Context: an optimization exercise on an open-source flow, tuned for small area and a short achievable clock period. The choices shown serve that exercise and are no tape-out recipe.
Where RTL was checked, it was by simulation tests only, not by an equivalence proof against the original.
Power figures rest on the tool's default switching activity, not on a simulated workload.

==> flow/design.v <==
module comparator#(parameter WIDTH = 16)
(
	input [WIDTH-1:0] na,
	input [WIDTH-1:0] b,
	output o
);
reg [WIDTH-1:0] gg, pp;
integer w, x;
always@(*)
	begin
		gg = b & na;
		pp = b | na;
		for(w = WIDTH; w > 1; w = w / 2)
			for(x = 0; x < w / 2; x = x + 1)
				begin
					gg[x] = gg[2*x+1] | (pp[2*x+1] & gg[2*x]);
					pp[x] = pp[2*x+1] & pp[2*x];
				end
	end
assign o = gg[0] | pp[0];
endmodule
module comparator_nb#(parameter WIDTH = 16)
(
	input [WIDTH-1:0] a,
	input [WIDTH-1:0] nb,
	output o
);
reg [WIDTH-1:0] gg, pp;
integer w, x;
always@(*)
	begin
		gg = ~(nb | a);
		pp = ~(nb & a);
		for(w = WIDTH; w > 1; w = w / 2)
			for(x = 0; x < w / 2; x = x + 1)
				begin
					gg[x] = gg[2*x+1] | (pp[2*x+1] & gg[2*x]);
					pp[x] = pp[2*x+1] & pp[2*x];
				end
	end
assign o = gg[0] | pp[0];
endmodule
module sorter#
(
	parameter WIDTH = 16
)
(
	input clk,
	input rst,
	input [WIDTH-1:0] d1,
	input [WIDTH-1:0] d2,
	input [WIDTH-1:0] d3,
	input [WIDTH-1:0] d4,
	input start,
	input [1:0]M,
	output reg done,
	output [4*WIDTH-1:0]y
);
reg [1:0] cnt;       
reg v_r;             
reg first_r;         
reg last_r;          
wire first = ~M[0] | (cnt == 2'd0);
wire last  = ~M[0] | (cnt == 2'd3);
always@(posedge clk, negedge rst)
	begin
		if(!rst)
			begin
				cnt <= 0;
				v_r <= 0;
				first_r <= 0;
				last_r <= 0;
				done <= 0;
			end
		else
			begin
				if(start && M[0])
					cnt <= cnt + 1'b1;
				v_r <= start;
				first_r <= start & first;
				last_r <= start & last;
				done <= last_r;
			end
	end
wire [WIDTH-1:0] d [0:3];
assign d[0] = d1;
assign d[1] = d2;
assign d[2] = d3;
assign d[3] = d4;
wire le_d [0:3][0:3];
genvar gi, gj;
generate
	for(gi = 0; gi < 4; gi = gi + 1)
		for(gj = gi + 1; gj < 4; gj = gj + 1)
			begin: cmp_d
				comparator#(.WIDTH(WIDTH)) u(.na(~d[gi]), .b(d[gj]), .o(le_d[gi][gj]));
			end
endgenerate
reg bf [0:3][0:3];    
reg oh [0:3][0:3];    
reg x0, x1, x2;
integer i, j, k, p;
always@(*)
	begin
		for(i = 0; i < 4; i = i + 1)
			for(j = 0; j < 4; j = j + 1)
				if(i < j)
					bf[i][j] = le_d[i][j];
				else if(i > j)
					bf[i][j] = ~le_d[j][i];
				else
					bf[i][j] = 1'b0;
		for(j = 0; j < 4; j = j + 1)
			begin
				x0 = bf[(j+1)%4][j];
				x1 = bf[(j+2)%4][j];
				x2 = bf[(j+3)%4][j];
				oh[j][0] = ~x0 & ~x1 & ~x2;
				oh[j][1] = (x0 & ~x1 & ~x2) | (~x0 & x1 & ~x2) | (~x0 & ~x1 & x2);
				oh[j][2] = (~x0 & x1 & x2) | (x0 & ~x1 & x2) | (x0 & x1 & ~x2);
				oh[j][3] = x0 & x1 & x2;
			end
	end
reg [WIDTH-1:0] g [0:3];
reg oh_r [0:3][0:3];
always@(posedge clk)
	begin
		for(j = 0; j < 4; j = j + 1)
			begin
				g[j] <= d[j];
				for(p = 0; p < 4; p = p + 1)
					oh_r[j][p] <= oh[j][p];
			end
	end
reg [WIDTH-1:0] h [0:3];
always@(*)
	begin
		for(p = 0; p < 4; p = p + 1)
			begin
				h[p] = 0;
				for(j = 0; j < 4; j = j + 1)
					h[p] = h[p] | ({WIDTH{oh_r[j][p]}} & g[j]);
			end
	end
reg [WIDTH-1:0] s [0:3];
assign y = {s[3], s[2], s[1], s[0]};
reg c [0:3][0:3];
wire le_sh [0:3][0:3];
generate
	for(gi = 0; gi < 4; gi = gi + 1)
		for(gj = 0; gi + gj < 4; gj = gj + 1)
			begin: cmp_sh
				comparator_nb#(.WIDTH(WIDTH)) u(.a(s[gi]), .nb(~h[gj]), .o(le_sh[gi][gj]));
			end
endgenerate
reg sel;
reg [WIDTH-1:0] nxt [0:3];
always@(*)
	begin
		for(k = 0; k < 4; k = k + 1)
			for(j = 0; j < 4; j = j + 1)
				c[k][j] = (k + j <= 3) ? (~v_r | (~first_r & le_sh[k][j])) : 1'b0;
		for(p = 0; p < 4; p = p + 1)
			begin
				nxt[p] = 0;
				for(k = 0; k <= p; k = k + 1)
					begin
						sel = c[k][p-k];
						if(p - k >= 1)
							sel = sel & ~c[k][p-k-1];
						nxt[p] = nxt[p] | ({WIDTH{sel}} & s[k]);
					end
				for(j = 0; j <= p; j = j + 1)
					begin
						sel = ~c[p-j][j];
						if(p - j >= 1)
							sel = sel & c[p-j-1][j];
						nxt[p] = nxt[p] | ({WIDTH{sel}} & h[j]);
					end
			end
	end
always@(posedge clk)
	begin
		s[0] <= nxt[0];
		s[1] <= nxt[1];
		s[2] <= nxt[2];
		s[3] <= nxt[3];
	end
endmodule
==> flow/config.mk <==
export PLATFORM = sky130hd
export DESIGN_NAME = sorter
export DESIGN_NICKNAME = sorter
export VERILOG_FILES = /design/flow/design.v
export SDC_FILE = /design/flow/constraint.sdc
export NUM_CORES = 4
export LEC_CHECK = 0
export CAP_MARGIN = 20
export CORE_MARGIN = 2
export CORE_UTILIZATION = 30
export SLEW_MARGIN = 20
export SYNTH_HIERARCHICAL = 1
export SYNTH_MINIMUM_KEEP_SIZE = 0
==> flow/constraint.sdc <==
create_clock -name core_clock -period 10.0 [get_ports {clk}]
set_input_delay 2.0000 -clock core_clock [delete_from_list [all_inputs] [get_ports {clk}]]
set_output_delay 2.0000 -clock core_clock [all_outputs]
set_load 0.01 [all_outputs]
standard.sh (not shown) runs the stock make flow with config.mk's settings and CLKGATE_MAP_FILE= SYNTH_SCRIPT=/design/flow/synth_recipe.tcl, a recipe that flattens the netlist after the stock synthesis.
==> flow/flow/run.sh <==
#!/bin/bash
# Standard ORFS layout, with two changes: port buffers use the small
# buf_1 cell (repair resizes them where timing needs it), and timing repair
# aims for extra setup slack.
set -euo pipefail
MARGIN=$(cat flow/margin.txt)
bash standard.sh \
	"BUFFER_PORTS_ARGS=-buffer_cell sky130_fd_sc_hd__buf_1" \
	"SETUP_SLACK_MARGIN=$MARGIN" \
	finish > standard.log 2>&1
==> flow/flow/margin.txt <==
6.5
Edit:
--- a/flow/design.v
+++ b/flow/design.v
@@ -1,37 +1,16 @@
 module comparator#(parameter WIDTH = 16)
 (
-	input [WIDTH-1:0] na,
+	input [WIDTH-1:0] a,
 	input [WIDTH-1:0] b,
 	output o
 );
 reg [WIDTH-1:0] gg, pp;
 integer w, x;
 always@(*)
 	begin
-		gg = b & na;
-		pp = b | na;
-		for(w = WIDTH; w > 1; w = w / 2)
-			for(x = 0; x < w / 2; x = x + 1)
-				begin
-					gg[x] = gg[2*x+1] | (pp[2*x+1] & gg[2*x]);
-					pp[x] = pp[2*x+1] & pp[2*x];
-				end
-	end
-assign o = gg[0] | pp[0];
-endmodule
-module comparator_nb#(parameter WIDTH = 16)
-(
-	input [WIDTH-1:0] a,
-	input [WIDTH-1:0] nb,
-	output o
-);
-reg [WIDTH-1:0] gg, pp;
-integer w, x;
-always@(*)
-	begin
-		gg = ~(nb | a);
-		pp = ~(nb & a);
+		gg = b & ~a;
+		pp = b | ~a;
 		for(w = WIDTH; w > 1; w = w / 2)
 			for(x = 0; x < w / 2; x = x + 1)
 				begin
 					gg[x] = gg[2*x+1] | (pp[2*x+1] & gg[2*x]);
@@ -92,9 +71,9 @@
 generate
 	for(gi = 0; gi < 4; gi = gi + 1)
 		for(gj = gi + 1; gj < 4; gj = gj + 1)
 			begin: cmp_d
-				comparator#(.WIDTH(WIDTH)) u(.na(~d[gi]), .b(d[gj]), .o(le_d[gi][gj]));
+				comparator#(.WIDTH(WIDTH)) u(.a(d[gi]), .b(d[gj]), .o(le_d[gi][gj]));
 			end
 endgenerate
 reg bf [0:3][0:3];    
 reg oh [0:3][0:3];    
@@ -149,9 +128,9 @@
 generate
 	for(gi = 0; gi < 4; gi = gi + 1)
 		for(gj = 0; gi + gj < 4; gj = gj + 1)
 			begin: cmp_sh
-				comparator_nb#(.WIDTH(WIDTH)) u(.a(s[gi]), .nb(~h[gj]), .o(le_sh[gi][gj]));
+				comparator#(.WIDTH(WIDTH)) u(.a(s[gi]), .b(h[gj]), .o(le_sh[gi][gj]));
 			end
 endgenerate
 reg sel;
 reg [WIDTH-1:0] nxt [0:3];
Setup slack improves by 51 ps; wire length increases by a few percent; register-to-register slack improves by 20 ps; cell count rises by roughly a tenth; via count hardly moves; synthesized cell count went up by roughly a tenth; power shrinks slightly; sequential share of layout area is lower by 1.4 points; final area is higher by a few percent; clock skew is about the same; hold slack is worse by 10 ps; count of clock-buffer cells in the layout drops by 3.

sorter, a different RTL version from the one above (not shown whole).
Size in the first run: about 1,300 cells after synthesis, ~130 flip-flops, about 130 I/O pins, ~11,000 um^2 of cells after synthesis.
==> module sorter, before the edit <==
module sorter#
(
	parameter WIDTH = 16
)
(
	input clk,
	input rst,
	input [WIDTH-1:0] d1,
	input [WIDTH-1:0] d2,
	input [WIDTH-1:0] d3,
	input [WIDTH-1:0] d4,
	input start,
	input [1:0]M,
	output reg done,
	output [4*WIDTH-1:0]y
);
function le;
	input [WIDTH-1:0] a;
	input [WIDTH-1:0] b;
	reg [WIDTH-1:0] gg, pp;
	integer w, x;
	begin
		gg = b & ~a;
		pp = b | ~a;
		for(w = WIDTH; w > 1; w = w / 2)
			for(x = 0; x < w / 2; x = x + 1)
				begin
					gg[x] = gg[2*x+1] | (pp[2*x+1] & gg[2*x]);
					pp[x] = pp[2*x+1] & pp[2*x];
				end
		le = gg[0] | pp[0];
	end
endfunction
reg [1:0] cnt;       
reg v_r;             
reg first_r;         
reg last_r;          
wire first = ~M[0] | (cnt == 2'd0);
wire last  = ~M[0] | (cnt == 2'd3);
always@(posedge clk, negedge rst)
	begin
		if(!rst)
			begin
				cnt <= 0;
				v_r <= 0;
				first_r <= 0;
				last_r <= 0;
				done <= 0;
			end
		else
			begin
				if(start && M[0])
					cnt <= cnt + 1'b1;
				v_r <= start;
				first_r <= start & first;
				last_r <= start & last;
				done <= last_r;
			end
	end
wire [WIDTH-1:0] d [0:3];
assign d[0] = d1;
assign d[1] = d2;
assign d[2] = d3;
assign d[3] = d4;
reg bf [0:3][0:3];    
reg oh [0:3][0:3];    
reg x0, x1, x2;
reg [WIDTH-1:0] hn [0:3];
integer i, j, k, p;
always@(*)
	begin
		for(i = 0; i < 4; i = i + 1)
			for(j = 0; j < 4; j = j + 1)
				if(i < j)
					bf[i][j] = le(d[i], d[j]);
				else if(i > j)
					bf[i][j] = ~le(d[j], d[i]);
				else
					bf[i][j] = 1'b0;
		for(j = 0; j < 4; j = j + 1)
			begin
				x0 = bf[(j+1)%4][j];
				x1 = bf[(j+2)%4][j];
				x2 = bf[(j+3)%4][j];
				oh[j][0] = ~x0 & ~x1 & ~x2;
				oh[j][1] = (x0 & ~x1 & ~x2) | (~x0 & x1 & ~x2) | (~x0 & ~x1 & x2);
				oh[j][2] = (~x0 & x1 & x2) | (x0 & ~x1 & x2) | (x0 & x1 & ~x2);
				oh[j][3] = x0 & x1 & x2;
			end
		for(p = 0; p < 4; p = p + 1)
			begin
				hn[p] = 0;
				for(j = 0; j < 4; j = j + 1)
					hn[p] = hn[p] | ({WIDTH{oh[j][p]}} & d[j]);
			end
	end
reg [WIDTH-1:0] h [0:3];
always@(posedge clk)
	begin
		h[0] <= hn[0];
		h[1] <= hn[1];
		h[2] <= hn[2];
		h[3] <= hn[3];
	end
reg [WIDTH-1:0] s [0:3];
assign y = {s[3], s[2], s[1], s[0]};
reg c [0:3][0:3];
reg sel;
reg [WIDTH-1:0] nxt [0:3];
always@(*)
	begin
		for(k = 0; k < 4; k = k + 1)
			for(j = 0; j < 4; j = j + 1)
				c[k][j] = (k + j <= 3) ? (~v_r | (~first_r & le(s[k], h[j]))) : 1'b0;
		for(p = 0; p < 4; p = p + 1)
			begin
				nxt[p] = 0;
				for(k = 0; k <= p; k = k + 1)
					begin
						sel = c[k][p-k];
						if(p - k >= 1)
							sel = sel & ~c[k][p-k-1];
						nxt[p] = nxt[p] | ({WIDTH{sel}} & s[k]);
					end
				for(j = 0; j <= p; j = j + 1)
					begin
						sel = ~c[p-j][j];
						if(p - j >= 1)
							sel = sel & c[p-j-1][j];
						nxt[p] = nxt[p] | ({WIDTH{sel}} & h[j]);
					end
			end
	end
always@(posedge clk)
	begin
		s[0] <= nxt[0];
		s[1] <= nxt[1];
		s[2] <= nxt[2];
		s[3] <= nxt[3];
	end
endmodule
export LEC_CHECK = 0
export CAP_MARGIN = 20
export CORE_MARGIN = 2
export CORE_UTILIZATION = 30
export SLEW_MARGIN = 20
create_clock -name core_clock -period 10.0 [get_ports {clk}]
==> flow/flow/margin.txt <==
6
Scripts as last shown in full above: flow/flow/run.sh
The baseline finished with timing, DRC and antenna clean.
Then changed:
--- a/flow/design.v
+++ b/flow/design.v
@@ -60,14 +60,13 @@
 wire [WIDTH-1:0] d [0:3];
 assign d[0] = d1;
 assign d[1] = d2;
 assign d[2] = d3;
 assign d[3] = d4;
 reg bf [0:3][0:3];    
-reg oh [0:3][0:3];    
-reg x0, x1, x2;
+reg [1:0] r [0:3];    
 reg [WIDTH-1:0] hn [0:3];
 integer i, j, k, p;
 always@(*)
 	begin
 		for(i = 0; i < 4; i = i + 1)
 			for(j = 0; j < 4; j = j + 1)
@@ -76,25 +75,22 @@
 				else if(i > j)
 					bf[i][j] = ~le(d[j], d[i]);
 				else
 					bf[i][j] = 1'b0;
 		for(j = 0; j < 4; j = j + 1)
 			begin
-				x0 = bf[(j+1)%4][j];
-				x1 = bf[(j+2)%4][j];
-				x2 = bf[(j+3)%4][j];
-				oh[j][0] = ~x0 & ~x1 & ~x2;
-				oh[j][1] = (x0 & ~x1 & ~x2) | (~x0 & x1 & ~x2) | (~x0 & ~x1 & x2);
-				oh[j][2] = (~x0 & x1 & x2) | (x0 & ~x1 & x2) | (x0 & x1 & ~x2);
-				oh[j][3] = x0 & x1 & x2;
+				r[j] = 0;
+				for(i = 0; i < 4; i = i + 1)
+					if(i != j)
+						r[j] = r[j] + bf[i][j];
 			end
 		for(p = 0; p < 4; p = p + 1)
 			begin
 				hn[p] = 0;
 				for(j = 0; j < 4; j = j + 1)
-					hn[p] = hn[p] | ({WIDTH{oh[j][p]}} & d[j]);
+					hn[p] = hn[p] | ({WIDTH{r[j] == p}} & d[j]);
 			end
 	end
 reg [WIDTH-1:0] h [0:3];
 always@(posedge clk)
 	begin
 		h[0] <= hn[0];
The new run completed with no timing, DRC or antenna violations.
Worst setup slack loses 1.1 ns.
Worst hold slack gains 0.0067 ns.
Core utilization drops by 0.85 points.
Total power climbs by 34%.
Non-clock buffer count drops by 8.
Sequential power climbs by about 23%.
Synthesized cell count climbs by 8.7%.
Area after synthesis climbs by about 6%.
Via count climbs by 4.4%.
Count of clock-buffer cells in the layout does not change.
Maximum frequency drops by about 21%.
Final cell count climbs by 5.9%.
No functional check of the RTL was part of any run of this note.

-- port drivers added, routing unchanged --
How much do the figures lean on ideal ports? The routed layouts below were timed once more, with nothing changed but the port constraints. Step 1 sets driving cells, clkbuf_16 on the clock port and buf_2 on the other inputs (assumed; they add their load-dependent delay and slew). Step 2, shift: input delay + t, output delay - t, t = (earliest + latest rising clock arrival at the registers) / 2. This alone moves slack from input paths to output paths. Slacks: ideal ports / drivers / drivers and shift; pairs: ideal ports / drivers.
run | shift t [ns] | setup WS [ns] | worst hold slack (ns) | latest minus earliest clock arrival (ns)
the first run of note 1 | 0.476 | 6.534 / 6.525 / 6.088 | 0.355 / 0.355 / 0.355 | 0.013 / 0.012
the second run of note 1 | 0.477 | 6.585 / 6.568 / 6.129 | 0.344 / 0.344 / 0.344 | 0.011 / 0.012
the first run of note 2 | 0.459 | 5.921 / 5.936 / 5.477 | 0.349 / 0.349 / 0.349 | 0.018 / 0.019
the second run of note 2 | 0.469 | 4.818 / 4.820 / 4.351 | 0.355 / 0.355 / 0.355 | 0.009 / 0.009
After both steps every run listed still meets setup and hold. The setup slack of the second run of note 2, which loses most, moves by +0.002 ns with the drivers and by -0.467 ns with both steps.
